From an optimization exercise on the open Yosys and OpenROAD flow, aimed at small area and a short achievable clock period; shortcuts taken in it are not production practice.
Where RTL was checked, it was by simulation tests only, not by an equivalence proof against the original.
Power is estimated from default activity; no workload was simulated.

== red ==
## EX
module EX (
    input clk,
    input rst_n,
    input en,
    input stage_ID_EX__EX_regwrite,
    input stage_ID_EX__EX_memtoreg,
    input stage_ID_EX__EX_memread,
    input stage_ID_EX__EX_memwrite,
    input stage_ID_EX__EX_alusrc,
    input [1:0] stage_ID_EX__EX_aluop,
    input stage_ID_EX__EX_regdst,
    input stage_ID_EX__EX_sys_en,
    input [31:0]stage_ID_EX__EX_rs_data,
    input [31:0]stage_ID_EX__EX_rt_data,
    input [4:0]stage_ID_EX__EX_rs_id,
    input [4:0]stage_ID_EX__EX_rt_id,
    input [4:0]stage_ID_EX__EX_rd_id,
    input [31:0]stage_ID_EX__EX_sign_ext,
    input [2:0]stage_ID_EX__EX_funct3,
    input sys__EX_done,
    output reg stage_EX_MEM__MEM_regwrite,
    output reg stage_EX_MEM__MEM_memtoreg,
    output reg stage_EX_MEM__MEM_memread,
    output reg stage_EX_MEM__MEM_memwrite,
    output reg [31:0] stage_EX_MEM__MEM_alures,
    output reg [31:0] stage_EX_MEM__MEM_store_data,
    output reg [4:0]  stage_EX_MEM__MEM_rd_id,
    output EX__HDUbr_regwrite,
    output EX__HDU_memread,
    output [4:0] EX__HDU_HDUbr_rd_id,
    output EX_stall_for_sys,
    input  FU__EX_rs_wb,
    input  FU__EX_rs_mem,
    input  FU__EX_rt_wb,
    input  FU__EX_rt_mem,
    input [31:0]  WB__EX_for_help,
    input [31:0]  MEM__EX_for_help
);
Size in the first run: roughly 74 flip-flops, ~280 I/O pins.
Settings: LEC_CHECK=0, ABC_AREA=1, CAP_MARGIN=20, CORE_MARGIN=2, CORE_UTILIZATION=40, SETUP_SLACK_MARGIN=1.5, SLEW_MARGIN=20, TNS_END_PERCENT=0; clock period 5.2 ns.
standard.sh (not shown) runs the stock make flow with config.mk's settings and CLKGATE_MAP_FILE= SYNTH_SCRIPT=/design/flow/synth_recipe.tcl, a recipe that flattens the netlist after the stock synthesis.
==> flow/flow/run.sh <==
#!/bin/bash
# Standard layout, but buffer the ports with the smallest buffer cell.
set -o pipefail
bash standard.sh BUFFER_PORTS_ARGS="-buffer_cell sky130_fd_sc_hd__buf_1" finish > flow_standard.log 2>&1
[inputs] blue vs red
Settings: TNS_END_PERCENT no longer set, was 0; SETUP_SLACK_MARGIN now 2.2, was 1.5.
Per the comparison of blue with red, number of nets in the layout went up by 62, total power consumption of the routed design went up by about 11%, number of fill cells in the layout went down by about 5%, core utilization went up by 6.2 points, pin count of the biggest net entering global routing went up by 4. Relative max-transition margin was higher in the run labelled blue. Global-route wire length before repair, blue and red, lower one = red.
Modified inputs, green compared to blue
Settings: a change of SETUP_SLACK_MARGIN from 2.2 to 1.5.
==> flow/flow/run.sh <==
#!/bin/bash
# Standard layout with two changes: ports are buffered with the smallest
# buffer, and CTS adds no dummy loads and clusters up to 40 flip-flops per
# leaf buffer (this design has 74).
set -o pipefail
bash standard.sh \
  BUFFER_PORTS_ARGS="-buffer_cell sky130_fd_sc_hd__buf_1" \
  CTS_ARGS="-sink_clustering_enable -repair_clock_nets -dont_use_dummy_load -sink_clustering_size 40 -sink_clustering_max_diameter 150" \
  finish > flow_standard.log 2>&1
Notes after the runs:
blue and green ended up with nearly the same weighted congestion at the end of routability-driven global placement.
Delta(headroom to the max-slew limit, green - blue) < 0
Re register area: no difference whatsoever between blue and green.
Changes observed in green relative to blue: share of total power in the clock network decreased by 3.7 points relative to the old numbers, final instance area went down 12%.

---

The RTL this note starts from:
==> flow/design.v <==
module EX (
    input clk,
    input rst_n,
    input en,
    input stage_ID_EX__EX_regwrite,
    input stage_ID_EX__EX_memtoreg,
    input stage_ID_EX__EX_memread,
    input stage_ID_EX__EX_memwrite,
    input stage_ID_EX__EX_alusrc,
    input [1:0] stage_ID_EX__EX_aluop,
    input stage_ID_EX__EX_regdst,
    input stage_ID_EX__EX_sys_en,
    input [31:0]stage_ID_EX__EX_rs_data,
    input [31:0]stage_ID_EX__EX_rt_data,
    input [4:0]stage_ID_EX__EX_rs_id,
    input [4:0]stage_ID_EX__EX_rt_id,
    input [4:0]stage_ID_EX__EX_rd_id,
    input [31:0]stage_ID_EX__EX_sign_ext,
    input [2:0]stage_ID_EX__EX_funct3,
    input sys__EX_done,
    output reg stage_EX_MEM__MEM_regwrite,
    output reg stage_EX_MEM__MEM_memtoreg,
    output reg stage_EX_MEM__MEM_memread,
    output reg stage_EX_MEM__MEM_memwrite,
    output reg [31:0] stage_EX_MEM__MEM_alures,
    output reg [31:0] stage_EX_MEM__MEM_store_data,
    output reg [4:0]  stage_EX_MEM__MEM_rd_id,
    output EX__HDUbr_regwrite,
    output EX__HDU_memread,
    output [4:0] EX__HDU_HDUbr_rd_id,
    output EX_stall_for_sys,
    input  FU__EX_rs_wb,
    input  FU__EX_rs_mem,
    input  FU__EX_rt_wb,
    input  FU__EX_rt_mem,
    input [31:0]  WB__EX_for_help,
    input [31:0]  MEM__EX_for_help
);
wire rs_m = FU__EX_rs_mem;
wire rs_w = ~FU__EX_rs_mem & FU__EX_rs_wb;
wire rs_d = ~FU__EX_rs_mem & ~FU__EX_rs_wb;
wire rt_m = FU__EX_rt_mem;
wire rt_w = ~FU__EX_rt_mem & FU__EX_rt_wb;
wire rt_d = ~FU__EX_rt_mem & ~FU__EX_rt_wb;
wire [31:0] rs = (MEM__EX_for_help & {32{rs_m}}) | (WB__EX_for_help & {32{rs_w}}) |
                 (stage_ID_EX__EX_rs_data & {32{rs_d}});
wire [31:0] rt = (MEM__EX_for_help & {32{rt_m}}) | (WB__EX_for_help & {32{rt_w}}) |
                 (stage_ID_EX__EX_rt_data & {32{rt_d}});
wire b_e = stage_ID_EX__EX_alusrc;
wire b_m = ~stage_ID_EX__EX_alusrc & rt_m;
wire b_w = ~stage_ID_EX__EX_alusrc & rt_w;
wire b_d = ~stage_ID_EX__EX_alusrc & rt_d;
wire [31:0] b  = (stage_ID_EX__EX_sign_ext & {32{b_e}}) | (MEM__EX_for_help & {32{b_m}}) |
                 (WB__EX_for_help & {32{b_w}}) | (stage_ID_EX__EX_rt_data & {32{b_d}});
wire [4:0] op = {stage_ID_EX__EX_aluop, stage_ID_EX__EX_funct3};
wire op_add = (op == 5'b00000) | (op == 5'b01000);
wire op_sub = (op == 5'b10000);
wire op_sll = (op == 5'b01001);
wire op_srl = (op == 5'b01101);
wire op_sra = (op == 5'b10101);
wire op_xor = (op == 5'b01100);
wire op_or  = (op == 5'b01110);
wire op_and = (op == 5'b01111);
wire ld   = rst_n & en;           
wire s_p  = ld & (op_add | op_sub | op_xor | op_or);
wire s_g  = ld & (op_or | op_and);
wire s_c  = ld & (op_add | op_sub);
wire s_sr = ld & (op_srl | op_sra);
wire s_sl = ld & op_sll;
wire s_h  = rst_n & ~en;          
wire        sub = stage_ID_EX__EX_aluop[1];
wire [31:0] bx  = b ^ {32{sub}};
wire [31:0] p   = rs ^ bx;
wire [31:0] g   = rs & bx;
wire [31:0] Gs [0:5];
wire [31:0] Ps [0:5];
assign Gs[0] = {g[31:1], g[0] | (p[0] & sub)};
assign Ps[0] = p;
genvar i, k;
generate
  for (k = 0; k < 5; k = k + 1) begin : lv
    for (i = 0; i < 32; i = i + 1) begin : bt
      if ((i >> k) % 2 == 1) begin : nd
        localparam integer J = ((i >> k) << k) - 1;
        assign Gs[k+1][i] = Gs[k][i] | (Ps[k][i] & Gs[k][J]);
        assign Ps[k+1][i] = Ps[k][i] & Ps[k][J];
      end else begin : pass
        assign Gs[k+1][i] = Gs[k][i];
        assign Ps[k+1][i] = Ps[k][i];
      end
    end
  end
endgenerate
wire [31:0] c = {Gs[5][30:0], sub};
wire [31:0] al = (p & {32{s_p}}) ^ ((g & {32{s_g}}) | (c & {32{s_c}}));
wire [31:0] rs_rev;
generate
  for (i = 0; i < 32; i = i + 1) begin : rv
    assign rs_rev[i] = rs[31-i];
  end
endgenerate
wire [31:0] x    = op_sll ? rs_rev : rs;
wire        fill = op_sra & rs[31];
wire [4:0]  sh   = b[4:0];
wire [31:0] x1 = sh[0] ? {fill, x[31:1]}            : x;
wire [31:0] x2 = sh[1] ? {{2{fill}}, x1[31:2]}      : x1;
wire [31:0] x3 = sh[2] ? {{4{fill}}, x2[31:4]}      : x2;
wire [31:0] x4 = sh[3] ? {{8{fill}}, x3[31:8]}      : x3;
wire [31:0] y  = sh[4] ? {{16{fill}}, x4[31:16]}    : x4;
wire [31:0] y_rev;
generate
  for (i = 0; i < 32; i = i + 1) begin : yr
    assign y_rev[i] = y[31-i];
  end
endgenerate
wire [31:0] alu_d = al | (y & {32{s_sr}}) | (y_rev & {32{s_sl}}) |
                    (stage_EX_MEM__MEM_alures & {32{s_h}});
reg curr_state;
assign EX_stall_for_sys = curr_state ? ~sys__EX_done : stage_ID_EX__EX_sys_en;
always @(posedge clk) begin
    curr_state <= rst_n & EX_stall_for_sys;
end
wire [4:0] rd_sel = stage_ID_EX__EX_regdst ? stage_ID_EX__EX_rd_id : stage_ID_EX__EX_rt_id;
always @(posedge clk) begin
    stage_EX_MEM__MEM_alures <= alu_d;
    stage_EX_MEM__MEM_store_data <= (rt & {32{ld}}) | (stage_EX_MEM__MEM_store_data & {32{s_h}});
end
always @(posedge clk) begin
    if (!rst_n) begin
        stage_EX_MEM__MEM_regwrite <= 0;
        stage_EX_MEM__MEM_memtoreg <= 0;
        stage_EX_MEM__MEM_memread <= 0;
        stage_EX_MEM__MEM_memwrite <= 0;
        stage_EX_MEM__MEM_rd_id <= 0;
    end else if (en) begin
        stage_EX_MEM__MEM_regwrite <= ~EX_stall_for_sys & stage_ID_EX__EX_regwrite;
        stage_EX_MEM__MEM_memtoreg <= ~EX_stall_for_sys & stage_ID_EX__EX_memtoreg;
        stage_EX_MEM__MEM_memread  <= ~EX_stall_for_sys & stage_ID_EX__EX_memread;
        stage_EX_MEM__MEM_memwrite <= ~EX_stall_for_sys & stage_ID_EX__EX_memwrite;
        stage_EX_MEM__MEM_rd_id      <= rd_sel;
    end
end
assign EX__HDU_HDUbr_rd_id = rd_sel;
assign EX__HDU_memread = stage_ID_EX__EX_memread;
assign EX__HDUbr_regwrite = stage_ID_EX__EX_regwrite;
endmodule
==> flow/config.mk <==
export PLATFORM = sky130hd
export DESIGN_NAME = EX
export DESIGN_NICKNAME = EX
export VERILOG_FILES = /design/flow/design.v
export SDC_FILE = /design/flow/constraint.sdc
export NUM_CORES = 4
export LEC_CHECK = 0
export ABC_AREA = 1
export CAP_MARGIN = 20
export CORE_MARGIN = 2
export CORE_UTILIZATION = 40
export SETUP_SLACK_MARGIN = 1.8
export SLEW_MARGIN = 20
==> flow/constraint.sdc <==
create_clock -name core_clock -period 5.2 [get_ports {clk}]
set_input_delay 1.0400 -clock core_clock [delete_from_list [all_inputs] [get_ports {clk}]]
set_output_delay 1.0400 -clock core_clock [all_outputs]
set_load 0.01 [all_outputs]
==> flow/flow/run.sh <==
#!/bin/bash
# Standard layout, but buffer the ports with the smallest buffer cell.
set -o pipefail
bash standard.sh BUFFER_PORTS_ARGS="-buffer_cell sky130_fd_sc_hd__buf_1" finish > flow_standard.log 2>&1
The first run ran to the end with no violations.
Change:
Settings changed: SETUP_SLACK_MARGIN 1.8 to 1.5.
Outcome: Via count went down by about 1%; design area fell by about 1.6%; combinational power barely changes; non-clock buffer count grows by 3; utilization is lower by 0.86 points; final cell count stays the same; maximum frequency goes down by 5.6%; worst setup slack got worse by 0.20 ns; critical path depth rose by 4; sequential share of layout area climbs by 0.21 points; die area does not change.
No functional check of the RTL was part of any run of this note.

[afterwards: timing with drivers on the ports]
The flow's constraints put no driver on any port. The routed layouts listed below were extracted and timed again, unchanged, in two steps.
Step 1: set_driving_cell puts a clkbuf_16 on clk and a buf_2 on each other input, an assumption about the parent block.
Step 2 also shifts input and output timing later by t, the mid clock arrival at the registers, as if the neighbouring blocks saw the same clock.
a / b / c = ideal ports / drivers / drivers and shift; a / b = the first two.
run	t, ns	slack for setup (ns)	worst setup path after step 2	worst register clock-pin slew, ns
red	0.397	1.648 / 1.635 / 1.238	input to register	0.07 / 0.07
blue	0.405	1.720 / 1.726 / 1.320	input to register	0.08 / 0.08
green	0.393	1.618 / 1.604 / 1.212	input to register	0.06 / 0.06
the first run of note 2	0.401	1.745 / 1.723 / 1.323	input to register	0.07 / 0.07
the second run of note 2	0.402	1.540 / 1.490 / 1.088	input to register	0.07 / 0.07
After both steps every run listed still meets setup and hold. For the second run of note 2, which loses most, drivers alone change the setup slack by -0.050 ns; drivers and shift together by -0.452 ns.
